What follows belongs to an exercise in optimizing a design on an open flow for small area, a short achievable clock period and few clock cycles per item; a production flow would make more cautious choices. At most, simulation tests tie the RTL to the original design; equivalence was not proved. Function not checked in run 1: the RTL went through the layout flow alone. Power is estimated from default activity; no workload was simulated.

==> flow/design.v <==
module simple_datapath #(
    parameter BIT_WIDTH = 16
)(
    input wire [BIT_WIDTH-1:0] a,
    input wire [BIT_WIDTH-1:0] b,
    output wire [BIT_WIDTH-1:0] p
);
    wire w1 = ~(a[0] & b[0]);
    wire w2 = ~(a[1] & b[0]);
    wire w3 = ~(a[2] & b[0]);
    wire w4 = ~(a[3] & b[0]);
    wire w5 = ~(a[4] & b[0]);
    wire w6 = ~(a[5] & b[0]);
    wire w7 = ~(a[6] & b[0]);
    wire w8 = ~(a[7] & b[0]);
    wire w9 = ~(a[8] & b[0]);
    wire w10 = ~(a[9] & b[0]);
    wire w11 = ~(a[10] & b[0]);
    wire w12 = ~(a[11] & b[0]);
    wire w13 = ~(a[12] & b[0]);
    wire w14 = ~(a[13] & b[0]);
    wire w15 = ~(a[14] & b[0]);
    wire w16 = ~(a[15] & b[0]);
    wire w17 = ~(a[0] & b[1]);
    wire w18 = ~(a[1] & b[1]);
    wire w19 = ~(a[2] & b[1]);
    wire w20 = ~(a[3] & b[1]);
    wire w21 = ~(a[4] & b[1]);
    wire w22 = ~(a[5] & b[1]);
    wire w23 = ~(a[6] & b[1]);
    wire w24 = ~(a[7] & b[1]);
    wire w25 = ~(a[8] & b[1]);
    wire w26 = ~(a[9] & b[1]);
    wire w27 = ~(a[10] & b[1]);
    wire w28 = ~(a[11] & b[1]);
    wire w29 = ~(a[12] & b[1]);
    wire w30 = ~(a[13] & b[1]);
    wire w31 = ~(a[14] & b[1]);
    wire w32 = ~(a[0] & b[2]);
    wire w33 = ~(a[1] & b[2]);
    wire w34 = ~(a[2] & b[2]);
    wire w35 = ~(a[3] & b[2]);
    wire w36 = ~(a[4] & b[2]);
    wire w37 = ~(a[5] & b[2]);
    wire w38 = ~(a[6] & b[2]);
    wire w39 = ~(a[7] & b[2]);
    wire w40 = ~(a[8] & b[2]);
    wire w41 = ~(a[9] & b[2]);
    wire w42 = ~(a[10] & b[2]);
    wire w43 = ~(a[11] & b[2]);
    wire w44 = ~(a[12] & b[2]);
    wire w45 = ~(a[13] & b[2]);
    wire w46 = ~(a[0] & b[3]);
    wire w47 = ~(a[1] & b[3]);
    wire w48 = ~(a[2] & b[3]);
    wire w49 = ~(a[3] & b[3]);
    wire w50 = ~(a[4] & b[3]);
    wire w51 = ~(a[5] & b[3]);
    wire w52 = ~(a[6] & b[3]);
    wire w53 = ~(a[7] & b[3]);
    wire w54 = ~(a[8] & b[3]);
    wire w55 = ~(a[9] & b[3]);
    wire w56 = ~(a[10] & b[3]);
    wire w57 = ~(a[11] & b[3]);
    wire w58 = ~(a[12] & b[3]);
    wire w59 = ~(a[0] & b[4]);
    wire w60 = ~(a[1] & b[4]);
    wire w61 = ~(a[2] & b[4]);
    wire w62 = ~(a[3] & b[4]);
    wire w63 = ~(a[4] & b[4]);
    wire w64 = ~(a[5] & b[4]);
    wire w65 = ~(a[6] & b[4]);
    wire w66 = ~(a[7] & b[4]);
    wire w67 = ~(a[8] & b[4]);
    wire w68 = ~(a[9] & b[4]);
    wire w69 = ~(a[10] & b[4]);
    wire w70 = ~(a[11] & b[4]);
    wire w71 = ~(a[0] & b[5]);
    wire w72 = ~(a[1] & b[5]);
    wire w73 = ~(a[2] & b[5]);
    wire w74 = ~(a[3] & b[5]);
    wire w75 = ~(a[4] & b[5]);
    wire w76 = ~(a[5] & b[5]);
    wire w77 = ~(a[6] & b[5]);
    wire w78 = ~(a[7] & b[5]);
    wire w79 = ~(a[8] & b[5]);
    wire w80 = ~(a[9] & b[5]);
    wire w81 = ~(a[10] & b[5]);
    wire w82 = ~(a[0] & b[6]);
    wire w83 = ~(a[1] & b[6]);
    wire w84 = ~(a[2] & b[6]);
    wire w85 = ~(a[3] & b[6]);
    wire w86 = ~(a[4] & b[6]);
    wire w87 = ~(a[5] & b[6]);
    wire w88 = ~(a[6] & b[6]);
    wire w89 = ~(a[7] & b[6]);
    wire w90 = ~(a[8] & b[6]);
    wire w91 = ~(a[9] & b[6]);
    wire w92 = ~(a[0] & b[7]);
    wire w93 = ~(a[1] & b[7]);
    wire w94 = ~(a[2] & b[7]);
    wire w95 = ~(a[3] & b[7]);
    wire w96 = ~(a[4] & b[7]);
    wire w97 = ~(a[5] & b[7]);
    wire w98 = ~(a[6] & b[7]);
    wire w99 = ~(a[7] & b[7]);
    wire w100 = ~(a[8] & b[7]);
    wire w101 = ~(a[0] & b[8]);
    wire w102 = ~(a[1] & b[8]);
    wire w103 = ~(a[2] & b[8]);
    wire w104 = ~(a[3] & b[8]);
    wire w105 = ~(a[4] & b[8]);
    wire w106 = ~(a[5] & b[8]);
    wire w107 = ~(a[6] & b[8]);
    wire w108 = ~(a[7] & b[8]);
    wire w109 = ~(a[0] & b[9]);
    wire w110 = ~(a[1] & b[9]);
    wire w111 = ~(a[2] & b[9]);
    wire w112 = ~(a[3] & b[9]);
    wire w113 = ~(a[4] & b[9]);
    wire w114 = ~(a[5] & b[9]);
    wire w115 = ~(a[6] & b[9]);
    wire w116 = ~(a[0] & b[10]);
    wire w117 = ~(a[1] & b[10]);
    wire w118 = ~(a[2] & b[10]);
    wire w119 = ~(a[3] & b[10]);
    wire w120 = ~(a[4] & b[10]);
    wire w121 = ~(a[5] & b[10]);
    wire w122 = ~(a[0] & b[11]);
    wire w123 = ~(a[1] & b[11]);
    wire w124 = ~(a[2] & b[11]);
    wire w125 = ~(a[3] & b[11]);
    wire w126 = ~(a[4] & b[11]);
    wire w127 = ~(a[0] & b[12]);
    wire w128 = ~(a[1] & b[12]);
    wire w129 = ~(a[2] & b[12]);
    wire w130 = ~(a[3] & b[12]);
    wire w131 = ~(a[0] & b[13]);
    wire w132 = ~(a[1] & b[13]);
    wire w133 = ~(a[2] & b[13]);
    wire w134 = ~(a[0] & b[14]);
    wire w135 = ~(a[1] & b[14]);
    wire w136 = ~(a[0] & b[15]);
    wire w137, w138;
    mul_xn u1 (.x(w18), .y(w3), .s(w137));
    mul_or u2 (.x(w18), .y(w3), .c(w138));
    wire w139, w140;
    mul_fa u3 (.x(w19), .y(w33), .z(w4), .s(w139), .c(w140));
    wire w141, w142;
    mul_xn u4 (.x(w46), .y(w138), .s(w141));
    mul_or u5 (.x(w46), .y(w138), .c(w142));
    wire w143, w144;
    mul_fa u6 (.x(w20), .y(w34), .z(w47), .s(w143), .c(w144));
    wire w145, w146;
    mul_fa u7 (.x(w5), .y(w59), .z(w140), .s(w145), .c(w146));
    wire w147, w148;
    mul_xn u8 (.x(w142), .y(w143), .s(w147));
    mul_or u9 (.x(w142), .y(w143), .c(w148));
    wire w149, w150;
    mul_fa u10 (.x(w21), .y(w35), .z(w48), .s(w149), .c(w150));
    wire w151, w152;
    mul_fa u11 (.x(w6), .y(w60), .z(w71), .s(w151), .c(w152));
    wire w153, w154;
    mul_fa u12 (.x(w144), .y(w149), .z(w151), .s(w153), .c(w154));
    wire w155, w156;
    mul_xn u13 (.x(w148), .y(w146), .s(w155));
    mul_or u14 (.x(w148), .y(w146), .c(w156));
    wire w157, w158;
    mul_fa u15 (.x(w22), .y(w36), .z(w49), .s(w157), .c(w158));
    wire w159, w160;
    mul_fa u16 (.x(w61), .y(w7), .z(w72), .s(w159), .c(w160));
    wire w161, w162;
    mul_fa u17 (.x(w82), .y(w150), .z(w152), .s(w161), .c(w162));
    wire w163, w164;
    mul_fa u18 (.x(w157), .y(w159), .z(w154), .s(w163), .c(w164));
    wire w165, w166;
    mul_xn u19 (.x(w161), .y(w156), .s(w165));
    mul_or u20 (.x(w161), .y(w156), .c(w166));
    wire w167, w168;
    mul_fa u21 (.x(w23), .y(w37), .z(w50), .s(w167), .c(w168));
    wire w169, w170;
    mul_fa u22 (.x(w62), .y(w73), .z(w8), .s(w169), .c(w170));
    wire w171, w172;
    mul_fa u23 (.x(w83), .y(w92), .z(w158), .s(w171), .c(w172));
    wire w173, w174;
    mul_fa u24 (.x(w160), .y(w167), .z(w169), .s(w173), .c(w174));
    wire w175, w176;
    mul_fa u25 (.x(w162), .y(w171), .z(w173), .s(w175), .c(w176));
    wire w177, w178;
    mul_xn u26 (.x(w166), .y(w164), .s(w177));
    mul_or u27 (.x(w166), .y(w164), .c(w178));
    wire w179, w180;
    mul_fa u28 (.x(w101), .y(w24), .z(w38), .s(w179), .c(w180));
    wire w181, w182;
    mul_fa u29 (.x(w51), .y(w63), .z(w74), .s(w181), .c(w182));
    wire w183, w184;
    mul_fa u30 (.x(w84), .y(w9), .z(w93), .s(w183), .c(w184));
    wire w185, w186;
    mul_fa u31 (.x(w168), .y(w170), .z(w179), .s(w185), .c(w186));
    wire w187, w188;
    mul_fa u32 (.x(w181), .y(w183), .z(w172), .s(w187), .c(w188));
    wire w189, w190;
    mul_fa u33 (.x(w174), .y(w185), .z(w187), .s(w189), .c(w190));
    wire w191, w192;
    mul_xn u34 (.x(w176), .y(w178), .s(w191));
    mul_or u35 (.x(w176), .y(w178), .c(w192));
    wire w193, w194;
    mul_fa u36 (.x(w10), .y(w102), .z(w109), .s(w193), .c(w194));
    wire w195, w196;
    mul_fa u37 (.x(w25), .y(w39), .z(w52), .s(w195), .c(w196));
    wire w197, w198;
    mul_fa u38 (.x(w64), .y(w75), .z(w85), .s(w197), .c(w198));
    wire w199, w200;
    mul_fa u39 (.x(w94), .y(w180), .z(w182), .s(w199), .c(w200));
    wire w201, w202;
    mul_fa u40 (.x(w184), .y(w193), .z(w195), .s(w201), .c(w202));
    wire w203, w204;
    mul_fa u41 (.x(w197), .y(w186), .z(w199), .s(w203), .c(w204));
    wire w205, w206;
    mul_fa u42 (.x(w201), .y(w188), .z(w203), .s(w205), .c(w206));
    wire w207, w208;
    mul_xn u43 (.x(w190), .y(w192), .s(w207));
    mul_or u44 (.x(w190), .y(w192), .c(w208));
    wire w209, w210;
    mul_fa u45 (.x(w103), .y(w11), .z(w110), .s(w209), .c(w210));
    wire w211, w212;
    mul_fa u46 (.x(w116), .y(w26), .z(w40), .s(w211), .c(w212));
    wire w213, w214;
    mul_fa u47 (.x(w53), .y(w65), .z(w76), .s(w213), .c(w214));
    wire w215, w216;
    mul_fa u48 (.x(w86), .y(w95), .z(w194), .s(w215), .c(w216));
    wire w217, w218;
    mul_fa u49 (.x(w196), .y(w198), .z(w209), .s(w217), .c(w218));
    wire w219, w220;
    mul_fa u50 (.x(w211), .y(w213), .z(w200), .s(w219), .c(w220));
    wire w221, w222;
    mul_fa u51 (.x(w202), .y(w215), .z(w217), .s(w221), .c(w222));
    wire w223, w224;
    mul_fa u52 (.x(w204), .y(w219), .z(w221), .s(w223), .c(w224));
    wire w225, w226;
    mul_xn u53 (.x(w206), .y(w223), .s(w225));
    mul_or u54 (.x(w206), .y(w223), .c(w226));
    wire w227, w228;
    mul_fa u55 (.x(w104), .y(w111), .z(w117), .s(w227), .c(w228));
    wire w229, w230;
    mul_fa u56 (.x(w12), .y(w122), .z(w27), .s(w229), .c(w230));
    wire w231, w232;
    mul_fa u57 (.x(w41), .y(w54), .z(w66), .s(w231), .c(w232));
    wire w233, w234;
    mul_fa u58 (.x(w77), .y(w87), .z(w96), .s(w233), .c(w234));
    wire w235, w236;
    mul_fa u59 (.x(w210), .y(w212), .z(w214), .s(w235), .c(w236));
    wire w237, w238;
    mul_fa u60 (.x(w227), .y(w229), .z(w231), .s(w237), .c(w238));
    wire w239, w240;
    mul_fa u61 (.x(w233), .y(w216), .z(w218), .s(w239), .c(w240));
    wire w241, w242;
    mul_fa u62 (.x(w235), .y(w237), .z(w220), .s(w241), .c(w242));
    wire w243, w244;
    mul_fa u63 (.x(w222), .y(w239), .z(w241), .s(w243), .c(w244));
    wire w245, w246;
    mul_xn u64 (.x(w224), .y(w243), .s(w245));
    mul_or u65 (.x(w224), .y(w243), .c(w246));
    wire w247, w248;
    mul_fa u66 (.x(w105), .y(w112), .z(w118), .s(w247), .c(w248));
    wire w249, w250;
    mul_fa u67 (.x(w123), .y(w127), .z(w13), .s(w249), .c(w250));
    wire w251, w252;
    mul_fa u68 (.x(w28), .y(w42), .z(w55), .s(w251), .c(w252));
    wire w253, w254;
    mul_fa u69 (.x(w67), .y(w78), .z(w88), .s(w253), .c(w254));
    wire w255, w256;
    mul_fa u70 (.x(w97), .y(w228), .z(w230), .s(w255), .c(w256));
    wire w257, w258;
    mul_fa u71 (.x(w232), .y(w234), .z(w247), .s(w257), .c(w258));
    wire w259, w260;
    mul_fa u72 (.x(w249), .y(w251), .z(w253), .s(w259), .c(w260));
    wire w261, w262;
    mul_fa u73 (.x(w236), .y(w238), .z(w255), .s(w261), .c(w262));
    wire w263, w264;
    mul_fa u74 (.x(w257), .y(w259), .z(w240), .s(w263), .c(w264));
    wire w265, w266;
    mul_fa u75 (.x(w261), .y(w242), .z(w263), .s(w265), .c(w266));
    wire w267, w268;
    mul_xn u76 (.x(w244), .y(w265), .s(w267));
    mul_or u77 (.x(w244), .y(w265), .c(w268));
    wire w269, w270;
    mul_fa u78 (.x(w106), .y(w113), .z(w119), .s(w269), .c(w270));
    wire w271, w272;
    mul_fa u79 (.x(w124), .y(w128), .z(w131), .s(w271), .c(w272));
    wire w273, w274;
    mul_fa u80 (.x(w14), .y(w29), .z(w43), .s(w273), .c(w274));
    wire w275, w276;
    mul_fa u81 (.x(w56), .y(w68), .z(w79), .s(w275), .c(w276));
    wire w277, w278;
    mul_fa u82 (.x(w89), .y(w98), .z(w248), .s(w277), .c(w278));
    wire w279, w280;
    mul_fa u83 (.x(w250), .y(w252), .z(w254), .s(w279), .c(w280));
    wire w281, w282;
    mul_fa u84 (.x(w269), .y(w271), .z(w273), .s(w281), .c(w282));
    wire w283, w284;
    mul_fa u85 (.x(w275), .y(w256), .z(w258), .s(w283), .c(w284));
    wire w285, w286;
    mul_fa u86 (.x(w260), .y(w277), .z(w279), .s(w285), .c(w286));
    wire w287, w288;
    mul_fa u87 (.x(w281), .y(w262), .z(w283), .s(w287), .c(w288));
    wire w289, w290;
    mul_fa u88 (.x(w285), .y(w264), .z(w287), .s(w289), .c(w290));
    wire w291, w292;
    mul_xn u89 (.x(w266), .y(w289), .s(w291));
    mul_or u90 (.x(w266), .y(w289), .c(w292));
    wire w293, w294;
    mul_fa u91 (.x(w107), .y(w114), .z(w120), .s(w293), .c(w294));
    wire w295, w296;
    mul_fa u92 (.x(w125), .y(w129), .z(w132), .s(w295), .c(w296));
    wire w297, w298;
    mul_fa u93 (.x(w134), .y(w15), .z(w30), .s(w297), .c(w298));
    wire w299, w300;
    mul_fa u94 (.x(w44), .y(w57), .z(w69), .s(w299), .c(w300));
    wire w301, w302;
    mul_fa u95 (.x(w80), .y(w90), .z(w99), .s(w301), .c(w302));
    wire w303, w304;
    mul_fa u96 (.x(w270), .y(w272), .z(w274), .s(w303), .c(w304));
    wire w305, w306;
    mul_fa u97 (.x(w276), .y(w293), .z(w295), .s(w305), .c(w306));
    wire w307, w308;
    mul_fa u98 (.x(w297), .y(w299), .z(w301), .s(w307), .c(w308));
    wire w309, w310;
    mul_fa u99 (.x(w278), .y(w280), .z(w282), .s(w309), .c(w310));
    wire w311, w312;
    mul_fa u100 (.x(w303), .y(w305), .z(w307), .s(w311), .c(w312));
    wire w313, w314;
    mul_fa u101 (.x(w284), .y(w286), .z(w309), .s(w313), .c(w314));
    wire w315, w316;
    mul_fa u102 (.x(w311), .y(w288), .z(w313), .s(w315), .c(w316));
    wire w317, w318;
    mul_xn u103 (.x(w290), .y(w315), .s(w317));
    mul_or u104 (.x(w290), .y(w315), .c(w318));
    wire w319;
    mul_x2 u105 (.x(w100), .y(w108), .s(w319));
    wire w320;
    mul_x2 u106 (.x(w115), .y(w121), .s(w320));
    wire w321;
    mul_x2 u107 (.x(w126), .y(w130), .s(w321));
    wire w322;
    mul_x2 u108 (.x(w133), .y(w135), .s(w322));
    wire w323;
    mul_x2 u109 (.x(w136), .y(w16), .s(w323));
    wire w324;
    mul_x2 u110 (.x(w31), .y(w45), .s(w324));
    wire w325;
    mul_x2 u111 (.x(w58), .y(w70), .s(w325));
    wire w326;
    mul_x2 u112 (.x(w81), .y(w91), .s(w326));
    wire w327;
    mul_x2 u113 (.x(w319), .y(w320), .s(w327));
    wire w328;
    mul_x2 u114 (.x(w321), .y(w322), .s(w328));
    wire w329;
    mul_x2 u115 (.x(w323), .y(w324), .s(w329));
    wire w330;
    mul_x2 u116 (.x(w325), .y(w326), .s(w330));
    wire w331;
    mul_x2 u117 (.x(w327), .y(w328), .s(w331));
    wire w332;
    mul_x2 u118 (.x(w329), .y(w330), .s(w332));
    wire w333;
    mul_x2 u119 (.x(w294), .y(w296), .s(w333));
    wire w334;
    mul_x2 u120 (.x(w298), .y(w300), .s(w334));
    wire w335;
    mul_x2 u121 (.x(w302), .y(w331), .s(w335));
    wire w336;
    mul_x2 u122 (.x(w332), .y(w333), .s(w336));
    wire w337;
    mul_x2 u123 (.x(w334), .y(w335), .s(w337));
    wire w338;
    mul_x2 u124 (.x(w336), .y(w337), .s(w338));
    wire w339;
    mul_x2 u125 (.x(w304), .y(w306), .s(w339));
    wire w340;
    mul_x2 u126 (.x(w308), .y(w338), .s(w340));
    wire w341;
    mul_x2 u127 (.x(w339), .y(w340), .s(w341));
    wire w342;
    mul_x2 u128 (.x(w341), .y(w310), .s(w342));
    wire w343;
    mul_x2 u129 (.x(w312), .y(w342), .s(w343));
    wire w344;
    mul_x2 u130 (.x(w343), .y(w314), .s(w344));
    wire w345;
    mul_x2 u131 (.x(w344), .y(w316), .s(w345));
    wire w346;
    mul_x2 u132 (.x(w345), .y(w318), .s(w346));
    wire w347 = w17 | w2;
    wire w348, w349;
    mul_fa u133 (.x(w32), .y(w137), .z(w347), .s(w348), .c(w349));
    wire w350, w351;
    mul_fa u134 (.x(w141), .y(w139), .z(w349), .s(w350), .c(w351));
    wire w352, w353;
    mul_fa u135 (.x(w147), .y(w145), .z(w351), .s(w352), .c(w353));
    wire w354, w355;
    mul_fa u136 (.x(w155), .y(w153), .z(w353), .s(w354), .c(w355));
    wire w356, w357;
    mul_ha u137 (.x(w165), .y(w163), .s(w356), .c(w357));
    wire w358;
    mul_ao u138 (.g(w357), .p(w356), .ci(w355), .co(w358));
    wire w359, w360;
    mul_ha u139 (.x(w177), .y(w175), .s(w359), .c(w360));
    wire w361;
    mul_ao u140 (.g(w360), .p(w359), .ci(w358), .co(w361));
    wire w362, w363;
    mul_ha u141 (.x(w191), .y(w189), .s(w362), .c(w363));
    wire w364;
    mul_ao u142 (.g(w363), .p(w362), .ci(w361), .co(w364));
    wire w365, w366;
    mul_ha u143 (.x(w205), .y(w207), .s(w365), .c(w366));
    wire w367;
    mul_ao u144 (.g(w366), .p(w365), .ci(w364), .co(w367));
    wire w368, w369;
    mul_ha u145 (.x(w208), .y(w225), .s(w368), .c(w369));
    wire w370;
    mul_ao u146 (.g(w369), .p(w368), .ci(w367), .co(w370));
    wire w371, w372;
    mul_ha u147 (.x(w226), .y(w245), .s(w371), .c(w372));
    wire w373;
    mul_ao u148 (.g(w372), .p(w371), .ci(w370), .co(w373));
    wire w374, w375;
    mul_ha u149 (.x(w246), .y(w267), .s(w374), .c(w375));
    wire w376;
    mul_ao u150 (.g(w375), .p(w374), .ci(w373), .co(w376));
    wire w377, w378;
    mul_ha u151 (.x(w268), .y(w291), .s(w377), .c(w378));
    wire w379, w380;
    mul_ha u152 (.x(w317), .y(w292), .s(w379), .c(w380));
    wire w381;
    mul_ao u153 (.g(w380), .p(w379), .ci(w378), .co(w381));
    wire w382 = w379 & w377;
    wire w383;
    mul_ao u154 (.g(w378), .p(w377), .ci(w376), .co(w383));
    wire w384;
    mul_ao u155 (.g(w381), .p(w382), .ci(w376), .co(w384));
    assign p[0] = ~w1;
    assign p[1] = w17 ^ w2;
    assign p[2] = ~w348;
    assign p[3] = ~w350;
    assign p[4] = ~w352;
    assign p[5] = ~w354;
    assign p[6] = ~(w356 ^ w355);
    assign p[7] = ~(w359 ^ w358);
    assign p[8] = ~(w362 ^ w361);
    assign p[9] = ~(w365 ^ w364);
    assign p[10] = ~(w368 ^ w367);
    assign p[11] = ~(w371 ^ w370);
    assign p[12] = ~(w374 ^ w373);
    assign p[13] = ~(w377 ^ w376);
    assign p[14] = ~(w379 ^ w383);
    assign p[15] = (w346 ^ w384);
endmodule
module mul_fa (
    input wire x, y, z,
    output wire s, c
);
    assign s = x ^ y ^ z;
    assign c = (x & y) | (x & z) | (y & z);
endmodule
module mul_ha (
    input wire x, y,
    output wire s, c
);
    assign s = x ^ y;
    assign c = x & y;
endmodule
module mul_xn (
    input wire x, y,
    output wire s
);
    assign s = ~(x ^ y);
endmodule
module mul_or (
    input wire x, y,
    output wire c
);
    assign c = x | y;
endmodule
module mul_x2 (
    input wire x, y,
    output wire s
);
    assign s = x ^ y;
endmodule
module mul_ao (
    input wire g, p, ci,
    output wire co
);
    assign co = g | (p & ci);
endmodule
module simple_control (
    input wire clk,
    input wire rst_n,
    input wire start,
    output reg done
);
    always @(posedge clk or negedge rst_n) begin
        if (!rst_n)
            done <= 1'b0;
        else if (start)
            done <= 1'b1;
    end
endmodule
module simple_cpu_top #(
    parameter BIT_WIDTH = 16,
    parameter PROGRAM_FILE = "program.mem"
)(
    input wire clk,
    input wire rst_n,
    input wire start,
    input wire [BIT_WIDTH-1:0] operand_a,
    input wire [BIT_WIDTH-1:0] operand_b,
    output wire [BIT_WIDTH-1:0] result,
    output wire done
);
    wire [BIT_WIDTH-1:0] product;
    simple_datapath #(.BIT_WIDTH(BIT_WIDTH)) datapath (
        .a(operand_a), .b(operand_b), .p(product)
    );
    simple_control control (
        .clk(clk), .rst_n(rst_n), .start(start), .done(done)
    );
    reg [BIT_WIDTH-1:0] result_r;
    always @(posedge clk)
        if (start) result_r <= product;
    assign result = result_r;
endmodule
==> flow/flow/run.sh <==
#!/bin/bash
# The standard layout with: port buffers made from buf_2 cells (ORFS's
# default picks a delay buffer, clkdlybuf4s50_1), then reduced to buf_1 for
# the output ports and the lightly loaded input ports (flow/outbuf.tcl); the
# buffers that synthesis (ABC) inserted removed at
# floorplan, leaving buffering to the resizer, which sees the placement; and
# ORFS's power recovery after global routing, which downsizes gates off the
# critical paths.
set -euo pipefail
bash standard.sh "BUFFER_PORTS_ARGS=-buffer_cell sky130_fd_sc_hd__buf_2" "POST_GLOBAL_PLACE_TCL=$(pwd)/flow/outbuf.tcl" REMOVE_ABC_BUFFERS=1 RECOVER_POWER=100 finish > standard_run.log 2>&1
==> flow/flow/outbuf.tcl <==
# After global placement: the output-port buffers drive only the port's fixed
# load and have plenty of slack, so use the smallest buffer for them; so also
# for input-port buffers with few loads (the resizer upsizes any that need it).
foreach inst [get_cells output*] {
  replace_cell $inst sky130_fd_sc_hd__buf_1
}
foreach inst [get_cells input*] {
  set pin [get_pins -of_objects $inst -filter "direction == output"]
  set net [get_nets -of_objects $pin]
  set nload [llength [get_pins -of_objects $net -filter "direction == input"]]
  if {$nload <= 4} {
    replace_cell $inst sky130_fd_sc_hd__buf_1
  }
}
==> flow/standard.sh <==
#!/bin/bash
# synth_recipe.tcl (not shown) runs the flow's synth.tcl, then flattens the netlist and writes it again
# the make line also repeats each setting of config.mk as NAME=value (left out here)
make -C /OpenROAD-flow-scripts/flow DESIGN_CONFIG=/design/flow/config.mk WORK_HOME=/design/flow/orfs CLKGATE_MAP_FILE= SYNTH_SCRIPT=/design/flow/synth_recipe.tcl "${@:-finish}"
==> flow/config.mk <==
export PLATFORM = sky130hd
export DESIGN_NAME = simple_cpu_top
export DESIGN_NICKNAME = simple_cpu_top
export VERILOG_FILES = /design/flow/design.v
export SDC_FILE = /design/flow/constraint.sdc
export NUM_CORES = 4
export LEC_CHECK = 0
export CAP_MARGIN = 20
export CORE_MARGIN = 2
export CORE_UTILIZATION = 40
export CTS_BUF_LIST = sky130_fd_sc_hd__clkbuf_4
export GPL_TIMING_DRIVEN = 0
export SLEW_MARGIN = 20
export SYNTH_HIERARCHICAL = 1
export SYNTH_MINIMUM_KEEP_SIZE = 0
==> flow/constraint.sdc <==
create_clock -name core_clock -period 5.0 [get_ports {clk}]
set_input_delay 1.0000 -clock core_clock [delete_from_list [all_inputs] [get_ports {clk}]]
set_output_delay 1.0000 -clock core_clock [all_outputs]
set_load 0.01 [all_outputs]
==> summary.md, run 1 <==
| Metric | Value |
|---|---|
| Maximum capacitance violations | 0 |
| Cell types occupying the most area after synthesis | fa_1 (46%), nand2_1 (14%), edfxtp_1 (14%) |
| Area delta synth->final | 8.35% |
| CTS tree | done |
| Setup TNS Final | 0 ns |
| Crit path top cell by count | fa_1 |
| Largest net degree at the start of global routing | 18 |
| Proportion of synthesized flip-flops having asynchronous set or reset | 5.88% |
| Max Fanout on Critical Path | 13 |
| Final Hold Viols | 0 |
| Number of placed instances with taps included | 485 |
| Static Leak | 1.40 nW |
| Worst skew pair latency | 0.29 ns |
| Chain of cells forming the critical path | buf_2 > nand2_1 > fa_1 > fa_1 > fa_1 > fa_1 > fa_1 > or2_1 > ha_1 > and2_1 > a21o_1 > xor2_1 |
| Cell at the root of the clock tree | clkbuf_4 |
| First-pass GRT wire length | 13000 µm |
| Detailed-route vias per instance | 5.20 |
| Final worst path period need | 4.88 ns |
| Cell taking the most area after synthesis | fa_1 |
| Routed wire length per instance | 15.4 µm |
| Remaining global-route overflow | 0 |
| DRT Pass-1 Iters | 4 |
| Number of design-rule violations left by the first detailed-router iteration | 131 |
| Worst-margin pin slew | 0.970 ns |
| Post CTS Setup Buffer Count | 0 |
| Antenna cell count | 0 |
| Netlist Area Pre-Place | 0.00355 mm² |
| Floorplan row count | 34 |
| Kind of critical path | in2reg |
| Global-route usage over all layers | 17.0% |
| Commonest cells post-synth | nand2_1 (133), fa_1 (82), xor2_1 (29) |
| Required time at the worst-slack endpoint | 5.05 ns |
| Most used DFF post-synth | edfxtp_1 |
| Starting utilization of the core area | 40.9% |
| Ratio of cells with drive above 1 in the final layout | 7.87% |
| Final Routed Wirelength | 7550 µm |
| Via count of the first global-routing pass | 2725 |
| Sort of element at the start of the critical path | input port |
| Remaining number of nets flagged by the antenna check after routing | 0 |
| Final instance count without filler cells | 489 |
| Result of the run | finished clean |
| Post-Route Skew | 0 ns |
| Power after layout | 2.12 mW |
| Flop2flop setup slack | 4.29 ns |
| Clk slew on worst S/H paths | 0.10 ns |
| Number of clock sinks | 17 |
| Yosys Warn Count | 8 |
| Avg Synthesized Cell Area | 10.3 µm² |
| Critical path launch point | operand_b[3] |
| Die X-Extent | 98.2 µm |
| Gate Count Post-Synth | 344 |
| Number of H-tree branching levels | 1 |
| Number of vias after detailed routing | 2542 |
| Worst vdd ir | 0.390 mV |
| Post-synth top area share | 46.2% |
| Number of synthesized flops with an enable pin | 16 |
| Maximum clock frequency | 205 MHz |
| Number of antenna violations at the first check in global routing | 0 |
| Boundary Pins | 52 |
| Number of library cell types mapped by synthesis | 15 |
| Worst slew slack as a fraction of its limit | 35.3% |
| IO Port Bufs | 51 |
| Most frequently used cell type in the post-synthesis netlist | nand2_1 |
| Slowest cell delay on critical path | 0.58 ns |
| DR DRC count | 0 |
| Worst Reg2Reg Path Length in Cells | 1 |
| Total power density per cell area | 551 mW/mm² |
| Type of element capturing the critical path | flop |
| Buffer depth of the longest clock path | 2 |
| Core Region | 0.00868 mm² |
| Nets | 509 |
| Cell with the largest stage delay on the worst path | fa_1 |
| Final critical-path share of the clock period | 97.6% |
| Critical path arrival | 4.93 ns |
| Startpoint of the lowest-slack register-to-register path | control.done |
| Count of state elements after synthesis | 17 |
| Total clock buffers created by CTS | 3 |
| Sequential element share of the synthesized area | 14.2% |
| Worst min-delay path class | in2async |
| Detail Placement HPWL | 6040 µm |
| Die outline area | 0.00965 mm² |
| Reg-to-reg critical path endpoint | control.done |
| RSZ-0062 raised after global routing | false |
| Final slew viol count | 0 |
| Die Span Y | 98.2 µm |
| Number of endpoints failing setup at the final stage | 0 |
## placed cells by master (no fill, tap or decap), types with 4 or more instances in the layout
cell	instances
a21o_1	10
buf_1	26
buf_2	16
buf_6	4
clkbuf_4	7
edfxtp_1	16
fa_1	82
ha_1	10
inv_1	5
nand2_1	133
or2_1	14
xnor2_1	22
xor2_1	29
## modules after synthesis, one instance, submodules excluded, excerpt
module          flops+latches  area [µm²]  copies in the design
mul_ao                      0        7.51                    10
mul_fa                      0        20.0                    82
mul_ha                      0        12.5                     9
simple_control              1        31.3                     1
mul_or                      0        6.26                    13
mul_x2                      0        8.76                    28
simple_cpu_top             16         480                     1
mul_xn                      0        8.76                    13
## worst max path at each step
stage	to	slack, ns	cells past startpoint
detailed placement	result_r[15]	-0.38	17
CTS	result_r[15]	0.02	17
global route	result_r[15]	0.003	13
finish	result_r[15]	0.12	12
global placement	result_r[15]	-0.33	17
floorplan	result_r[15]	0.23	11
## repair_timing
action,in CTS,in global routing
setup endpoints to repair,1,2
hold buffers,0,0
resized for setup,3,11
gates cloned,0,0
## power breakdown
part	internal [mW]	switching, mW
combinational	0.861	0.829
clock	0.0365	0.0472
sequential	0.336	0.0106
total	1.23	0.887
## kinds of logic after synthesis
logic type,after synthesis,share of synthesized area (%)
xor gates and xnor gates,51,12.6
and+or+nand+nor,151,17.3
AOI/OAI and AO/OA,10,2.11
DFF,17,14.2
adders and majority gates,92,49.7
buffers and inverters,23,4.05
## per-stage QoR
| step | util, % | hold WS (ns) | cell area [µm²] | setup slack [ns] |
|---|---|---|---|---|
| finish | 44.3 | 0.443 | 3850 | 0.119 |
| global route | 44.3 | 0.425 | 3850 | 0.00308 |
| CTS | 44.0 | 0.426 | 3820 | 0.0152 |
| detailed placement | 43.6 | 0.466 | 3780 | -0.376 |
| global placement | 44.0 | 0.442 | 3820 | -0.329 |
| floorplan | - | 0.504 | 3430 | 0.234 |
## final cells by class
cell class / count / area (µm²)
fillers: 881 / 4830
multi-input cells: 304 / 2900
flip-flops and latches: 17 / 505
repair buffers: 51 / 256
well taps: 108 / 135
clock buffers: 4 / 30.0
inverters: 5 / 18.8
## per-layer routing
| layer | part of all wire, % | global-route usage (%) |
|---|---|---|
| met2 | 53 | 29.8 |
| met3 | 6.0 | 1.57 |
| met5 | 0 | 0 |
| met1 | 40 | 22.3 |
| met4 | 1.4 | 5.48 |
## state kept, by name, summed over array words and instances (netlist names)
register and flops:
result_r 16, control.done 1
## worst max-delay path: cells and delay by family
| family | cells | cell delay, ns |
|---|---|---|
| adders and majority gates | 6 | 2.78 |
| and+or+nand+nor | 3 | 0.55 |
| buffers and inverters | 1 | 0.26 |
| AOI/OAI and AO/OA | 1 | 0.18 |
| xor gates and xnor gates | 1 | 0.16 |
==> run 2: changes to the inputs <==
--- a/flow/design.v
+++ b/flow/design.v
@@ -156,4 +156,4 @@
     wire w147, w148;
-    mul_xn u8 (.x(w142), .y(w143), .s(w147));
-    mul_or u9 (.x(w142), .y(w143), .c(w148));
+    mul_xn u8 (.x(w143), .y(w142), .s(w147));
+    mul_or u9 (.x(w143), .y(w142), .c(w148));
     wire w149, w150;
@@ -189,4 +189,4 @@
     wire w177, w178;
-    mul_xn u26 (.x(w166), .y(w164), .s(w177));
-    mul_or u27 (.x(w166), .y(w164), .c(w178));
+    mul_xn u26 (.x(w164), .y(w166), .s(w177));
+    mul_or u27 (.x(w164), .y(w166), .c(w178));
     wire w179, w180;
@@ -261,4 +261,4 @@
     wire w245, w246;
-    mul_xn u64 (.x(w224), .y(w243), .s(w245));
-    mul_or u65 (.x(w224), .y(w243), .c(w246));
+    mul_xn u64 (.x(w224), .y(w226), .s(w245));
+    mul_or u65 (.x(w224), .y(w226), .c(w246));
     wire w247, w248;
@@ -379,5 +379,5 @@
     wire w339;
-    mul_x2 u125 (.x(w304), .y(w306), .s(w339));
+    mul_x2 u125 (.x(w304), .y(w338), .s(w339));
     wire w340;
-    mul_x2 u126 (.x(w308), .y(w338), .s(w340));
+    mul_x2 u126 (.x(w306), .y(w308), .s(w340));
     wire w341;
@@ -402,3 +402,3 @@
     wire w354, w355;
-    mul_fa u136 (.x(w155), .y(w153), .z(w353), .s(w354), .c(w355));
+    mul_fa u136 (.x(w153), .y(w155), .z(w353), .s(w354), .c(w355));
     wire w356, w357;
@@ -408,36 +408,39 @@
     wire w359, w360;
-    mul_ha u139 (.x(w177), .y(w175), .s(w359), .c(w360));
+    mul_ha u139 (.x(w175), .y(w177), .s(w359), .c(w360));
     wire w361;
-    mul_ao u140 (.g(w360), .p(w359), .ci(w358), .co(w361));
-    wire w362, w363;
-    mul_ha u141 (.x(w191), .y(w189), .s(w362), .c(w363));
-    wire w364;
-    mul_ao u142 (.g(w363), .p(w362), .ci(w361), .co(w364));
-    wire w365, w366;
-    mul_ha u143 (.x(w205), .y(w207), .s(w365), .c(w366));
-    wire w367;
-    mul_ao u144 (.g(w366), .p(w365), .ci(w364), .co(w367));
-    wire w368, w369;
-    mul_ha u145 (.x(w208), .y(w225), .s(w368), .c(w369));
-    wire w370;
-    mul_ao u146 (.g(w369), .p(w368), .ci(w367), .co(w370));
-    wire w371, w372;
-    mul_ha u147 (.x(w226), .y(w245), .s(w371), .c(w372));
-    wire w373;
-    mul_ao u148 (.g(w372), .p(w371), .ci(w370), .co(w373));
-    wire w374, w375;
-    mul_ha u149 (.x(w246), .y(w267), .s(w374), .c(w375));
-    wire w376;
-    mul_ao u150 (.g(w375), .p(w374), .ci(w373), .co(w376));
-    wire w377, w378;
-    mul_ha u151 (.x(w268), .y(w291), .s(w377), .c(w378));
+    mul_ao u140 (.g(w360), .p(w359), .ci(w357), .co(w361));
+    wire w362 = w359 & w356;
+    wire w363;
+    mul_ao u141 (.g(w361), .p(w362), .ci(w355), .co(w363));
+    wire w364, w365;
+    mul_ha u142 (.x(w191), .y(w189), .s(w364), .c(w365));
+    wire w366;
+    mul_ao u143 (.g(w365), .p(w364), .ci(w363), .co(w366));
+    wire w367, w368;
+    mul_ha u144 (.x(w205), .y(w207), .s(w367), .c(w368));
+    wire w369;
+    mul_ao u145 (.g(w368), .p(w367), .ci(w366), .co(w369));
+    wire w370, w371;
+    mul_ha u146 (.x(w225), .y(w208), .s(w370), .c(w371));
+    wire w372;
+    mul_ao u147 (.g(w371), .p(w370), .ci(w369), .co(w372));
+    wire w373, w374;
+    mul_ha u148 (.x(w243), .y(w245), .s(w373), .c(w374));
+    wire w375;
+    mul_ao u149 (.g(w374), .p(w373), .ci(w372), .co(w375));
+    wire w376, w377;
+    mul_ha u150 (.x(w246), .y(w267), .s(w376), .c(w377));
+    wire w378;
+    mul_ao u151 (.g(w377), .p(w376), .ci(w375), .co(w378));
     wire w379, w380;
-    mul_ha u152 (.x(w317), .y(w292), .s(w379), .c(w380));
-    wire w381;
-    mul_ao u153 (.g(w380), .p(w379), .ci(w378), .co(w381));
-    wire w382 = w379 & w377;
+    mul_ha u152 (.x(w291), .y(w268), .s(w379), .c(w380));
+    wire w381, w382;
+    mul_ha u153 (.x(w317), .y(w292), .s(w381), .c(w382));
     wire w383;
-    mul_ao u154 (.g(w378), .p(w377), .ci(w376), .co(w383));
-    wire w384;
-    mul_ao u155 (.g(w381), .p(w382), .ci(w376), .co(w384));
+    mul_ao u154 (.g(w382), .p(w381), .ci(w380), .co(w383));
+    wire w384 = w381 & w379;
+    wire w385;
+    mul_ao u155 (.g(w380), .p(w379), .ci(w378), .co(w385));
+    wire w386;
+    mul_ao u156 (.g(w383), .p(w384), .ci(w378), .co(w386));
     assign p[0] = ~w1;
@@ -450,10 +453,10 @@
     assign p[7] = ~(w359 ^ w358);
-    assign p[8] = ~(w362 ^ w361);
-    assign p[9] = ~(w365 ^ w364);
-    assign p[10] = ~(w368 ^ w367);
-    assign p[11] = ~(w371 ^ w370);
-    assign p[12] = ~(w374 ^ w373);
-    assign p[13] = ~(w377 ^ w376);
-    assign p[14] = ~(w379 ^ w383);
-    assign p[15] = (w346 ^ w384);
+    assign p[8] = ~(w364 ^ w363);
+    assign p[9] = ~(w367 ^ w366);
+    assign p[10] = ~(w370 ^ w369);
+    assign p[11] = ~(w373 ^ w372);
+    assign p[12] = ~(w376 ^ w375);
+    assign p[13] = ~(w379 ^ w378);
+    assign p[14] = ~(w381 ^ w385);
+    assign p[15] = (w346 ^ w386);
 endmodule
==> summary.md, run 2 <==
| Metric | Value |
|---|---|
| Maximum clock frequency | 207 MHz |
| First-pass GRT wire length | 13700 µm |
| Die X-Extent | 98.4 µm |
| Highest-count cells in the layout ignoring fill and taps | nand2_1 (133), fa_1 (82), xor2_1 (29) |
| Gate Count Post-Synth | 346 |
| Number of clock sinks | 17 |
| Final Hold Viols | 0 |
| Largest register FFs | 16 |
| RSZ-0062 raised after global routing | false |
| Post CTS Setup Buffer Count | 0 |
| Kind of critical path | in2reg |
| Hold buffer count at cts | 0 |
| Register with the highest flop count | result_r |
| Routed wire length per instance | 15.3 µm |
| Die outline area | 0.00968 mm² |
| Critical path arrival | 4.87 ns |
| Area delta synth->final | 8.22% |
| Antenna cell count | 0 |
| Post-synth top area share | 46.1% |
| CTS tree | done |
| Detailed-route vias per instance | 5.09 |
| DRT Pass-1 Iters | 4 |
| Avg Synthesized Cell Area | 10.3 µm² |
| Buffer depth of the longest clock path | 2 |
| Number of synthesized flops with an enable pin | 16 |
| Static Leak | 1.40 nW |
| Netlist Area Pre-Place | 0.00356 mm² |
| Required time at the worst-slack endpoint | 5.05 ns |
| Nets | 511 |
| Startpoint of the lowest-slack register-to-register path | control.done |
| Clk slew on worst S/H paths | 0.10 ns |
| Detail Placement HPWL | 5960 µm |
| Sort of element at the start of the critical path | input port |
| Number of endpoints failing setup at the final stage | 0 |
| Via count of the first global-routing pass | 2849 |
| Worst skew pair latency | 0.29 ns |
| Worst min-delay path class | in2async |
| Total clock buffers created by CTS | 3 |
| Worst-margin pin slew | 0.918 ns |
| Top Registers | result_r (16), control.done (1) |
| Placement-stage cell area | 0.00380 mm² |
| Yosys Warn Count | 8 |
| Number of design-rule violations left by the first detailed-router iteration | 113 |
| Total power density per cell area | 541 mW/mm² |
| Count of state elements after synthesis | 17 |
| Global-route usage over all layers | 17.6% |
| Commonest cells post-synth | nand2_1 (133), fa_1 (82), xor2_1 (29) |
| Final Routed Wirelength | 7500 µm |
| Cell taking the most area after synthesis | fa_1 |
| Final critical-path share of the clock period | 96.4% |
| Most frequently used cell type in the post-synthesis netlist | nand2_1 |
| Remaining number of nets flagged by the antenna check after routing | 0 |
| Number of library cell types mapped by synthesis | 14 |
| Cell types occupying the most area after synthesis | fa_1 (46%), nand2_1 (14%), edfxtp_1 (13%) |
| Post-Route Skew | 0 ns |
| IO Port Bufs | 51 |
| Remaining global-route overflow | 0 |
| Floorplan row count | 34 |
| Cell at the root of the clock tree | clkbuf_4 |
| Starting utilization of the core area | 41.1% |
| Leading cell type in the layout, fill and taps excluded | nand2_1 |
| Power after layout | 2.09 mW |
| Die Span Y | 98.4 µm |
| Result of the run | finished clean |
| Number of H-tree branching levels | 1 |
| Proportion of synthesized flip-flops having asynchronous set or reset | 5.88% |
| Final Instance Area | 0.00386 mm² |
| DR DRC count | 0 |
| Final worst path period need | 4.82 ns |
| Sequential element share of the synthesized area | 14.2% |
| Core Region | 0.00868 mm² |
| Worst slew slack as a fraction of its limit | 38.8% |
| Most used DFF post-synth | edfxtp_1 |
| Final slew viol count | 0 |
| Max Fanout on Critical Path | 16 |
| Ratio of cells with drive above 1 in the final layout | 7.31% |
| Worst vdd ir | 0.332 mV |
| Critical path launch point | operand_b[0] |
| Maximum capacitance violations | 0 |
| Filler instances | 872 |
| Boundary Pins | 52 |
| Type of element capturing the critical path | flop |
| Number of vias after detailed routing | 2499 |
| Largest net degree at the start of global routing | 18 |
| Number of antenna violations at the first check in global routing | 0 |
[run 2: cell types whose count changed after synthesis, sizes merged]
cell	before	now
and2	4	5
a21o	10	11
[run 2: stage by stage]
stage / worst slack (ns) / util [%] / hold WS [ns] / setup TNS, ns / instances
6_report: 0.179 / 44.4 / 0.450 / 0 / 491
5_1_grt: 0.00110 / 44.4 / 0.425 / 0 / 491
4_1_cts: 0.0584 / 44.1 / 0.433 / 0 / 491
3_5_place_dp: -0.342 / 43.7 / 0.450 / -0.547 / 487
3_3_place_gp: -0.302 / 44.1 / 0.442 / -0.460 / 487
2_1_floorplan: 0.233 / - / 0.504 / 0 / 328
[run 2: layer usage]
metal | GRT usage (%) | vias to the layer above | wire length (µm)
met1 | 23.0 | 1263 | 2960
li1 | - | 1128 | -
met5 | 0 | - | 0
met3 | 2.29 | 12 | 584
met4 | 4.11 | 0 | 127
met2 | 31.3 | 96 | 3820
[run 2: modules after synthesis, one instance, submodules excluded, a selection]
module	cells inside	times used
mul_or	1	13
mul_fa	1	82
simple_cpu_top	16	1
mul_xn	1	13
mul_x2	1	28
simple_control	2	1
mul_ha	1	9
mul_ao	1	11
[run 2: area by class of cell]
cell class	instances	area (µm²)	area share, %
clock buffers	4	30.0	0.779
inverters	5	18.8	0.487
multi-input cells	306	2910	75.6
flip-flops and latches	17	505	13.1
well taps	108	135	3.50
repair buffers	51	253	6.55
[run 2: repair_timing]
action,CTS,global route
resized for setup,1,15
pin swaps,0,0
setup endpoints to repair,1,2
[run 2: worst max-delay path, stage by stage]
cell and delay, ns:
clkbuf_4 0.22, nand2_1 0.09, fa_1 0.49, fa_1 0.47, fa_1 0.47, fa_1 0.59
fa_1 0.45, or2_1 0.24, ha_1 0.33, and2_1 0.17, a21o_1 0.18, xor2_1 0.16
[run 2: cells by family (layout without fill, tap and decap cells)]
kind of cell             count (synthesis)  in the layout  synth area share, %
AO/OA/AOI/OAI                           11             11                 2.32
XOR/XNOR                                51             51                 12.5
flip-flops                              17             17                 14.2
adder cells (fa/ha/maj)                 92             92                 49.6
buffers and inverters                   23             60                 4.04
AND/OR/NAND/NOR                        152            152                 17.3
[run 2: worst paths after layout]
| check | end | slack (ns) | cells after the start |
|---|---|---|---|
| min in group core_clock | control.done | 0.47 | 1 |
| worst min register to register | control.done | 0.47 | 1 |
| max in group asynchronous | control.done | 4.46 | 1 |
| worst max register to register | control.done | 4.29 | 1 |
| worst min-delay path | control.done | 0.45 | 1 |
| worst max-delay path | result_r[15] | 0.18 | 12 |
[run 2: power breakdown]
part           switching (mW)  total, mW  internal [mW]
clock                  0.0447     0.0811         0.0364
sequential             0.0109      0.344          0.334
combinational           0.809       1.66          0.851
Testbench counts of run 2, summed over its fixed seeds: cycles 384, items 384.
==> run 3: changes to the inputs <==
--- a/flow/config.mk
+++ b/flow/config.mk
@@ -12,2 +12,3 @@
 export GPL_TIMING_DRIVEN = 0
+export PLACE_DENSITY = 0.5
 export SLEW_MARGIN = 20
==> summary.md, run 3 <==
| Metric | Value |
|---|---|
| Number of endpoints failing setup at the final stage | 0 |
| Largest register FFs | 16 |
| Final slew viol count | 0 |
| Boundary Pins | 52 |
| Remaining number of nets flagged by the antenna check after routing | 0 |
| Most used DFF post-synth | edfxtp_1 |
| Number of antenna violations at the first check in global routing | 0 |
| Proportion of synthesized flip-flops having asynchronous set or reset | 5.88% |
| Cell types occupying the most area after synthesis | fa_1 (46%), nand2_1 (14%), edfxtp_1 (13%) |
| Result of the run | finished clean |
| Sort of element at the start of the critical path | input port |
| Sequential element share of the synthesized area | 14.2% |
| Starting utilization of the core area | 41.1% |
| Yosys Warn Count | 8 |
| Global-route usage over all layers | 18.1% |
| Area delta synth->final | 8.22% |
| Total clock buffers created by CTS | 3 |
| Worst vdd ir | 0.587 mV |
| Worst skew pair latency | 0.29 ns |
| Required time at the worst-slack endpoint | 5.05 ns |
| RSZ-0062 raised after global routing | false |
| Hold buffer count at cts | 0 |
| Worst Setup Slack, final | 0.210 ns |
| Remaining global-route overflow | 0 |
| Die Span Y | 98.4 µm |
| Filler instances | 908 |
| Number of synthesized flops with an enable pin | 16 |
| Number of clock sinks | 17 |
| Die X-Extent | 98.4 µm |
| Static Leak | 1.40 nW |
| Netlist Area Pre-Place | 0.00356 mm² |
| Avg Synthesized Cell Area | 10.3 µm² |
| Commonest cells post-synth | nand2_1 (133), fa_1 (82), xor2_1 (29) |
| Clk slew on worst S/H paths | 0.10 ns |
| Number of H-tree branching levels | 1 |
| Core Region | 0.00868 mm² |
| Floorplan row count | 34 |
| Most frequently used cell type in the post-synthesis netlist | nand2_1 |
| IO Port Bufs | 51 |
| Worst min-delay path class | in2async |
| Kind of critical path | in2reg |
| Routed wire length per instance | 15.8 µm |
| Worst-margin pin slew | 0.903 ns |
| Ratio of cells with drive above 1 in the final layout | 7.31% |
| Cell taking the most area after synthesis | fa_1 |
| Final Routed Wirelength | 7750 µm |
| Register with the highest flop count | result_r |
| CTS tree | done |
| Leading cell type in the layout, fill and taps excluded | nand2_1 |
| Buffer depth of the longest clock path | 2 |
| Gate Count Post-Synth | 346 |
| Via count of the first global-routing pass | 2754 |
| Detailed-route vias per instance | 4.98 |
| Largest net degree at the start of global routing | 18 |
| Critical path arrival | 4.84 ns |
| First-pass GRT wire length | 13800 µm |
| Total power density per cell area | 544 mW/mm² |
| Die outline area | 0.00968 mm² |
| Post-Route Skew | 0 ns |
| Maximum clock frequency | 209 MHz |
| DRT Pass-1 Iters | 4 |
| Number of placed instances with taps included | 487 |
| Final instance count without filler cells | 491 |
| Maximum capacitance violations | 0 |
| Final Hold Viols | 0 |
| Number of library cell types mapped by synthesis | 14 |
| DR DRC count | 0 |
| Worst slew slack as a fraction of its limit | 39.8% |
| Highest-count cells in the layout ignoring fill and taps | nand2_1 (133), fa_1 (82), xor2_1 (29) |
| Utilization of the core after routing | 44.4% |
| Final critical-path share of the clock period | 95.8% |
| Number of design-rule violations left by the first detailed-router iteration | 110 |
| Post-synth top area share | 46.1% |
| Max Fanout on Critical Path | 15 |
| Worst slack, placed | -0.286 ns |
| Top Registers | result_r (16), control.done (1) |
| Power after layout | 2.10 mW |
| Nets | 511 |
| Count of state elements after synthesis | 17 |
| Number of vias after detailed routing | 2447 |
| Final worst path period need | 4.79 ns |
| Antenna cell count | 0 |
| Cell at the root of the clock tree | clkbuf_4 |
| Detail Placement HPWL | 6220 µm |
| Type of element capturing the critical path | flop |
## run 3: per-stage QoR
stage	hold WS [ns]	setup TNS, ns	instance area (µm²)
final	0.450	0	3860
after floorplan	0.504	0	3440
after detailed placement	0.454	-0.553	3800
after global routing	0.424	0	3860
after global placement	0.443	-0.453	3830
after CTS	0.432	0	3820
## run 3: cell families (layout without fill, tap and decap cells)
family / after synthesis / count (layout) / share of synthesized area (%)
AND/OR/NAND/NOR: 152 / 152 / 17.3
adder cells (fa/ha/maj): 92 / 92 / 49.6
XOR/XNOR: 51 / 51 / 12.5
buffers and inverters: 23 / 60 / 4.04
flip-flops: 17 / 17 / 14.2
AO/OA/AOI/OAI: 11 / 11 / 2.32
## run 3: area by class of cell
class	instances	area [µm²]	share of cell area, %
Multi-Input combinational cell	306	2910	75.6
Sequential cell	17	505	13.1
Timing Repair Buffer	51	255	6.62
Tap cell	108	135	3.50
Clock buffer	3	22.5	0.584
Inverter	5	18.8	0.487
Clock inverter	1	5.00	0.130
## run 3: per-module statistics from Yosys, one instance, submodules excluded, a selection
module          flip-flops and latches  times used  cells
mul_x2                               0          28      1
mul_ao                               0          11      1
mul_or                               0          13      1
mul_ha                               0           9      1
mul_fa                               0          82      1
simple_control                       1           1      2
mul_xn                               0          13      1
simple_cpu_top                      16           1     16
## run 3: path summary, 6_finish.rpt
check                      cells after the start         start      endpoint  slack, ns
max                                           17  operand_a[1]  result_r[15]       0.21
max reg2reg                                    1  control.done  control.done       4.29
min in group core_clock                        1  control.done  control.done       0.47
min                                            1         rst_n  control.done       0.45
min reg2reg                                    1  control.done  control.done       0.47
max in group asynchronous                      1         rst_n  control.done       4.45
## run 3: layer usage
metal | track usage [%] | part of all wire [%] | up-vias
li1 | - | - | 1125
met1 | 24.0 | 42 | 1247
met2 | 32.3 | 52 | 65
met3 | 1.36 | 4.8 | 10
met4 | 4.64 | 1.4 | 0
met5 | 0 | 0 | -
## run 3: worst max-delay path, stage by stage
cell     delay (ns)
buf_4          0.20
nand2_1        0.12
fa_1           0.45
fa_1           0.45
or2_1          0.27
or2_1          0.25
xnor2_1        0.13
ha_1           0.33
and2_1         0.17
a21o_1         0.19
a21o_1         0.18
a21o_1         0.18
a21o_1         0.18
a21o_1         0.18
a21o_1         0.20
a21o_1         0.17
xor2_1         0.16
## run 3: timing repair
action                     CTS  global route
gates resized for setup      0            20
buffers inserted             0             0
setup endpoints to repair    0             2
## run 3: power breakdown
part / internal (mW) / total (mW) / leakage, nW / switching [mW]
clock network: 0.0297 / 0.0760 / 0.0177 / 0.0463
registers: 0.333 / 0.343 / 0.165 / 0.00995
logic: 0.852 / 1.68 / 1.22 / 0.825
total: 1.21 / 2.10 / 1.40 / 0.881
==> run 4: changes to the inputs <==
--- a/flow/config.mk
+++ b/flow/config.mk
@@ -12,3 +12,3 @@
 export GPL_TIMING_DRIVEN = 0
-export PLACE_DENSITY = 0.5
+export PLACE_DENSITY = 0.75
 export SLEW_MARGIN = 20
==> summary.md, run 4 <==
| Metric | Value |
|---|---|
| Ratio of cells with drive above 1 in the final layout | 7.31% |
| Antenna cell count | 0 |
| Boundary Pins | 52 |
| Number of design-rule violations left by the first detailed-router iteration | 165 |
| Cell with the largest stage delay on the worst path | fa_1 |
| Final slew viol count | 0 |
| IO Port Bufs | 51 |
| Post CTS Setup Buffer Count | 0 |
| Flop pwr share | 16.4% |
| Combinational power share | 79.6% |
| Worst Setup Slack, final | 0.128 ns |
| Highest-count cells in the layout ignoring fill and taps | nand2_1 (133), fa_1 (82), xor2_1 (29) |
| Die Span Y | 98.4 µm |
| Register with the highest flop count | result_r |
| Type of element capturing the critical path | flop |
| Largest register FFs | 16 |
| Top Registers | result_r (16), control.done (1) |
| Clock power frac | 4.0% |
| Number of library cell types mapped by synthesis | 14 |
| Final instance count without filler cells | 491 |
| Total power density per cell area | 545 mW/mm² |
| Yosys Warn Count | 8 |
| Count of state elements after synthesis | 17 |
| Max Fanout on Critical Path | 13 |
| Worst-margin pin slew | 0.965 ns |
| Sort of element at the start of the critical path | input port |
| Remaining number of nets flagged by the antenna check after routing | 0 |
| Number of antenna violations at the first check in global routing | 0 |
| Starting utilization of the core area | 41.1% |
| Routed wire length per instance | 15.9 µm |
| Worst min-delay path class | in2async |
| Clk slew on worst S/H paths | 0.09 ns |
| Combinational family with the most area after synthesis | adder cells |
| Worst slew slack as a fraction of its limit | 35.7% |
| Static Leak | 1.40 nW |
| First-pass GRT wire length | 13500 µm |
| Maximum clock frequency | 205 MHz |
| Result of the run | finished clean |
| Core Region | 0.00868 mm² |
| Worst vdd ir | 0.455 mV |
| Commonest cells post-synth | nand2_1 (133), fa_1 (82), xor2_1 (29) |
| RSZ-0062 raised after global routing | false |
| Number of clock sinks | 17 |
| Netlist Area Pre-Place | 0.00356 mm² |
| Switching portion of total power | 41.7% |
| Number of synthesized flops with an enable pin | 16 |
| Number of endpoints failing setup at the final stage | 0 |
| Crit path top cell by count | a21o_1 |
| Number of placed instances with taps included | 487 |
| Kind of critical path | in2reg |
| Chain of cells forming the critical path | clkbuf_4 > nand2_1 > fa_1 > fa_1 > fa_1 > xnor2_1 > ha_1 > and2_0 > a21o_1 > a21o_1 > a21o_1 > a21o_1 > a21o_1 > a21o_1 > a21o_1 > xor2_1 |
| Worst slack, placed | -0.263 ns |
| DRT Pass-1 Iters | 4 |
| Gate Count Post-Synth | 346 |
| Detailed-route vias per instance | 5.24 |
| Post-synth top area share | 46.1% |
| Most used DFF post-synth | edfxtp_1 |
| Worst skew pair latency | 0.29 ns |
| Maximum capacitance violations | 0 |
| Via count of the first global-routing pass | 2939 |
| Number of H-tree branching levels | 1 |
| Detail Placement HPWL | 6260 µm |
| Sequential element share of the synthesized area | 14.2% |
| Synth Area in Compound Gates | 2.32% |
| Avg Synthesized Cell Area | 10.3 µm² |
| Remaining global-route overflow | 0 |
| Cell at the root of the clock tree | clkbuf_4 |
| Most frequently used cell type in the post-synthesis netlist | nand2_1 |
| Number of vias after detailed routing | 2574 |
| Final worst path period need | 4.87 ns |
| Cell taking the most area after synthesis | fa_1 |
| Global-route usage over all layers | 17.4% |
| Nets | 511 |
| Proportion of synthesized flip-flops having asynchronous set or reset | 5.88% |
| Largest net degree at the start of global routing | 18 |
| Switching pwr | 0.875 mW |
| Multiplexer fraction of the synthesized cell area | 0% |
| Total clock buffers created by CTS | 3 |
| Die X-Extent | 98.4 µm |
| Leading cell type in the layout, fill and taps excluded | nand2_1 |
| Internal power component | 1.22 mW |
| Xor and xnor area share after synthesis | 12.5% |
| Floorplan row count | 34 |
| Final Routed Wirelength | 7780 µm |
| Cell types occupying the most area after synthesis | fa_1 (46%), nand2_1 (14%), edfxtp_1 (13%) |
| Required time at the worst-slack endpoint | 5.05 ns |
| CTS tree | done |
| Post-Route Skew | 0 ns |
| Die outline area | 0.00968 mm² |
| Area delta synth->final | 8.04% |
| Final critical-path share of the clock period | 97.4% |
| Share of synthesized cell area in full adder, half adder and majority cells | 49.6% |
| Final Hold Viols | 0 |
| Buffer depth of the longest clock path | 2 |
| Critical path arrival | 4.92 ns |
| Post-Synth Simple-Gate Area | 17.3% |
| Slowest cell delay on critical path | 0.51 ns |
| DR DRC count | 0 |
==> run 4: cell counts after synthesis <==
Identical to the previous run, type by type.
==> run 4: layout make-up <==
cell class / instances / area [µm²]
tap: 108 / 135
inverter: 5 / 18.8
clock buffer: 4 / 30.0
multi-input combinational: 306 / 2910
sequential: 17 / 505
timing repair buffer: 51 / 246
fill: 860 / 4830
==> run 4: power by group through the flow <==
| stage | logic (mW) | registers (mW) | clock network (mW) |
|---|---|---|---|
| floorplan | 1.34 | 0.381 | 0 |
| global placement | 1.66 | 0.347 | 0 |
| detailed placement | 1.69 | 0.350 | 0 |
| CTS | 1.70 | 0.346 | 0.0875 |
| global route | 1.91 | 0.351 | 0.0922 |
| finish | 1.67 | 0.345 | 0.0829 |
==> run 4: per-module statistics from Yosys, one instance, submodules excluded, excerpt <==
module	cells	area, µm²	flops+latches
mul_xn	1	8.76	0
mul_or	1	6.26	0
simple_control	2	31.3	1
mul_ao	1	7.51	0
mul_x2	1	8.76	0
mul_ha	1	12.5	0
==> run 4: worst paths after layout <==
path	startpoint	endpoint	slack [ns]	cells after the start
setup / recovery	operand_a[3]	result_r[15]	0.13	16
hold / removal	rst_n	control.done	0.45	1
setup reg to reg	control.done	control.done	4.29	1
hold reg to reg	control.done	control.done	0.47	1
max in group asynchronous	rst_n	control.done	4.46	1
min in group core_clock	control.done	control.done	0.47	1
==> run 4: timing repair <==
item / in CTS / in global routing
endpoints found under the setup margin: 0 / 2
hold buffers: 0 / 0
resized for setup: 0 / 10
==> run 4: worst max-delay path: cells and delay by family <==
family	cells	cell delay, ns
adders and majority gates	4	1.81
AOI/OAI and AO/OA	7	1.29
xor gates and xnor gates	2	0.30
and+or+nand+nor	2	0.29
buffers and inverters	1	0.23
==> run 4: cell families after synthesis <==
group,Yosys count
buf+inv,23
simple gates,152
flops,17
compound gates,11
xor+xnor,51
fa+ha+maj,92
==> run 4: per-layer routing <==
layer | wire [µm] | vias up | global-route usage (%)
li1 | - | 1127 | -
met1 | 2880 | 1332 | 20.9
met2 | 4240 | 97 | 32.7
met3 | 507 | 18 | 1.65
met4 | 153 | 0 | 5.58
met5 | 0 | - | 0
==> run 4: per-stage QoR <==
step                TNS, ns  util (%)  instance area [µm²]  power, mW  hold WS [ns]
floorplan                 0         -                 3440       1.72         0.504
finish                    0      44.4                 3850       2.10         0.446
CTS                       0      44.1                 3830       2.13         0.429
global placement     -0.352      44.1                 3830       2.01         0.443
detailed placement   -0.536      43.7                 3800       2.04         0.449
global route              0      44.4                 3850       2.35         0.420
==> run 5: changes to the inputs <==
--- a/flow/flow/run.sh
+++ b/flow/flow/run.sh
@@ -2,5 +2,4 @@
 # The standard layout with: port buffers made from buf_2 cells (ORFS's
-# default picks a delay buffer, clkdlybuf4s50_1), then reduced to buf_1 for
-# the output ports and the lightly loaded input ports (flow/outbuf.tcl); the
-# buffers that synthesis (ABC) inserted removed at
+# default picks a delay buffer, clkdlybuf4s50_1) and the output-port buffers
+# then reduced to buf_1; the buffers that synthesis (ABC) inserted removed at
 # floorplan, leaving buffering to the resizer, which sees the placement; and
--- a/flow/config.mk
+++ b/flow/config.mk
@@ -12,3 +12,2 @@
 export GPL_TIMING_DRIVEN = 0
-export PLACE_DENSITY = 0.75
 export SLEW_MARGIN = 20
==> summary.md, run 5 <==
| Metric | Value |
|---|---|
| Remaining number of nets flagged by the antenna check after routing | 0 |
| Max Fanout on Critical Path | 16 |
| Cell with the largest stage delay on the worst path | fa_1 |
| Die outline area | 0.00968 mm² |
| Crit path top cell by count | fa_1 |
| Critical path launch point | operand_b[0] |
| Worst skew pair latency | 0.29 ns |
| Antenna cell count | 0 |
| Global-route usage over all layers | 17.6% |
| DR DRC count | 0 |
| Most used DFF post-synth | edfxtp_1 |
| Kind of critical path | in2reg |
| Starting utilization of the core area | 41.1% |
| Required time at the worst-slack endpoint | 5.05 ns |
| First-pass GRT wire length | 13700 µm |
| Number of design-rule violations left by the first detailed-router iteration | 113 |
| Detailed-route vias per instance | 5.09 |
| Commonest cells post-synth | nand2_1 (133), fa_1 (82), xor2_1 (29) |
| Worst Reg2Reg Path Length in Cells | 1 |
| Maximum clock frequency | 207 MHz |
| Post-synth top area share | 46.1% |
| Minimum hold slack | 0.450 ns |
| Worst-margin pin slew | 0.918 ns |
| Via count of the first global-routing pass | 2849 |
| Final Hold Viols | 0 |
| Cell types occupying the most area after synthesis | fa_1 (46%), nand2_1 (14%), edfxtp_1 (13%) |
| Remaining global-route overflow | 0 |
| Number of endpoints failing setup at the final stage | 0 |
| Number of synthesized flops with an enable pin | 16 |
| Gate Count Post-Synth | 346 |
| Total power density per cell area | 541 mW/mm² |
| Count of state elements after synthesis | 17 |
| Final critical-path share of the clock period | 96.4% |
| Maximum capacitance violations | 0 |
| Power after layout | 2.09 mW |
| Boundary Pins | 52 |
| Critical path arrival | 4.87 ns |
| Core Region | 0.00868 mm² |
| Avg Synthesized Cell Area | 10.3 µm² |
| Buffer depth of the longest clock path | 2 |
| Netlist Area Pre-Place | 0.00356 mm² |
| Number of clock sinks | 17 |
| Routed wire length per instance | 15.3 µm |
| Number of antenna violations at the first check in global routing | 0 |
| Static Leak | 1.40 nW |
| Worst slew slack as a fraction of its limit | 38.8% |
| CTS tree | done |
| Total clock buffers created by CTS | 3 |
| Area delta synth->final | 8.22% |
| Cell at the root of the clock tree | clkbuf_4 |
| Sequential element share of the synthesized area | 14.2% |
| RSZ-0062 raised after global routing | false |
| Startpoint of the lowest-slack register-to-register path | control.done |
| Type of element capturing the critical path | flop |
| Number of library cell types mapped by synthesis | 14 |
| Path length in cells of the critical path | 12 |
| Slowest cell delay on critical path | 0.59 ns |
| Final Routed Wirelength | 7500 µm |
| Number of H-tree branching levels | 1 |
| Final worst path period need | 4.82 ns |
| Ratio of cells with drive above 1 in the final layout | 7.31% |
| Most frequently used cell type in the post-synthesis netlist | nand2_1 |
| Detail Placement HPWL | 5960 µm |
| Leading cell type in the layout, fill and taps excluded | nand2_1 |
| Hold buffer count at cts | 0 |
| Number of vias after detailed routing | 2499 |
| Die Span Y | 98.4 µm |
| Yosys Warn Count | 8 |
| Top Registers | result_r (16), control.done (1) |
| Worst path bufs/invs | 1 |
| Nets | 511 |
| Floorplan row count | 34 |
| Result of the run | finished clean |
| Post-Route Skew | 0 ns |
| Largest register FFs | 16 |
| Top cell family by delay on the critical path | adder cells |
| Chain of cells forming the critical path | clkbuf_4 > nand2_1 > fa_1 > fa_1 > fa_1 > fa_1 > fa_1 > or2_1 > ha_1 > and2_1 > a21o_1 > xor2_1 |
| Largest net degree at the start of global routing | 18 |
| DRT Pass-1 Iters | 4 |
| Final slew viol count | 0 |
| Worst vdd ir | 0.332 mV |
| Sort of element at the start of the critical path | input port |
| Clk slew on worst S/H paths | 0.10 ns |
| Register with the highest flop count | result_r |
| Die X-Extent | 98.4 µm |
| Highest-count cells in the layout ignoring fill and taps | nand2_1 (133), fa_1 (82), xor2_1 (29) |
| Worst min-delay path class | in2async |
| Cell taking the most area after synthesis | fa_1 |
| IO Port Bufs | 51 |
| Proportion of synthesized flip-flops having asynchronous set or reset | 5.88% |
run 5: cell counts after synthesis:
No cell type changed its count.
run 5: metal layers:
metal | part of all wire, % | GRT usage (%)
met1 | 40 | 23.0
met5 | 0 | 0
met2 | 51 | 31.3
met4 | 1.7 | 4.11
met3 | 7.8 | 2.29
run 5: cell type report:
type / count / area (µm²)
Fill cell: 872 / 4820
Tap cell: 108 / 135
Inverter: 5 / 18.8
Sequential cell: 17 / 505
Clock buffer: 4 / 30.0
Multi-Input combinational cell: 306 / 2910
Timing Repair Buffer: 51 / 253
run 5: cell families (layout without fill, tap and decap cells):
family          count (synthesis)  after routing  synth area share (%)
simple gates                  152            152                  17.3
fa+ha+maj                      92             92                  49.6
compound gates                 11             11                  2.32
xor+xnor                       51             51                  12.5
buf+inv                        23             60                  4.04
flops                          17             17                  14.2
run 5: final timing paths:
check,to,slack (ns)
max in group asynchronous,control.done,4.46
min in group core_clock,control.done,0.47
max,result_r[15],0.18
min,control.done,0.45
min reg2reg,control.done,0.47
max reg2reg,control.done,4.29
run 5: where the power goes:
group | leakage (nW) | switching [mW] | internal, mW
clock | 0.0184 | 0.0447 | 0.0364
combinational | 1.22 | 0.809 | 0.851
sequential | 0.165 | 0.0109 | 0.334
total | 1.40 | 0.865 | 1.22
run 5: through the flow:
| stage | instances | setup TNS (ns) | cell area [µm²] | setup slack (ns) | util, % |
|---|---|---|---|---|---|
| global route | 491 | 0 | 3860 | 0.00110 | 44.4 |
| global placement | 487 | -0.460 | 3830 | -0.302 | 44.1 |
| CTS | 491 | 0 | 3830 | 0.0584 | 44.1 |
| finish | 491 | 0 | 3860 | 0.179 | 44.4 |
| detailed placement | 487 | -0.547 | 3800 | -0.342 | 43.7 |
| floorplan | 328 | 0 | 3440 | 0.233 | - |
run 5: per-module statistics from Yosys (local to each module, per instance), a selection:
module          flip-flops and latches  cells inside
mul_or                               0             1
mul_x2                               0             1
mul_fa                               0             1
mul_ha                               0             1
mul_xn                               0             1
simple_cpu_top                      16            16
simple_control                       1             2
mul_ao                               0             1
run 5: timing repair:
action                                  in CTS  in global routing
resized for setup                            1                 15
endpoints found under the setup margin       1                  2
setup buffers                                0                  0

## port drivers added, routing unchanged
Ports are ideal in the flow. The routed layouts listed here were re-timed in OpenROAD. Step 1: set_driving_cell puts a clkbuf_16 on clk and a buf_2 on each other input, an assumption about the parent block. Step 2 times the ports against the registers' clock, not the clock port: input delays grow and output delays shrink by t, the midpoint of the rising clock arrivals with the driver on. Slacks: ideal / step 1 / step 2; pairs: ideal / step 1.
run | t (ns) | setup slack, ns
run 1 | 0.325 | 0.119 / 0.122 / -0.203
run 2 | 0.311 | 0.179 / 0.170 / -0.142
run 3 | 0.314 | 0.210 / 0.211 / -0.103
run 4 | 0.320 | 0.128 / 0.128 / -0.192
run 5 | 0.311 | 0.179 / 0.170 / -0.142
Met with ideal ports but missed after step 2: setup timing in every run listed.
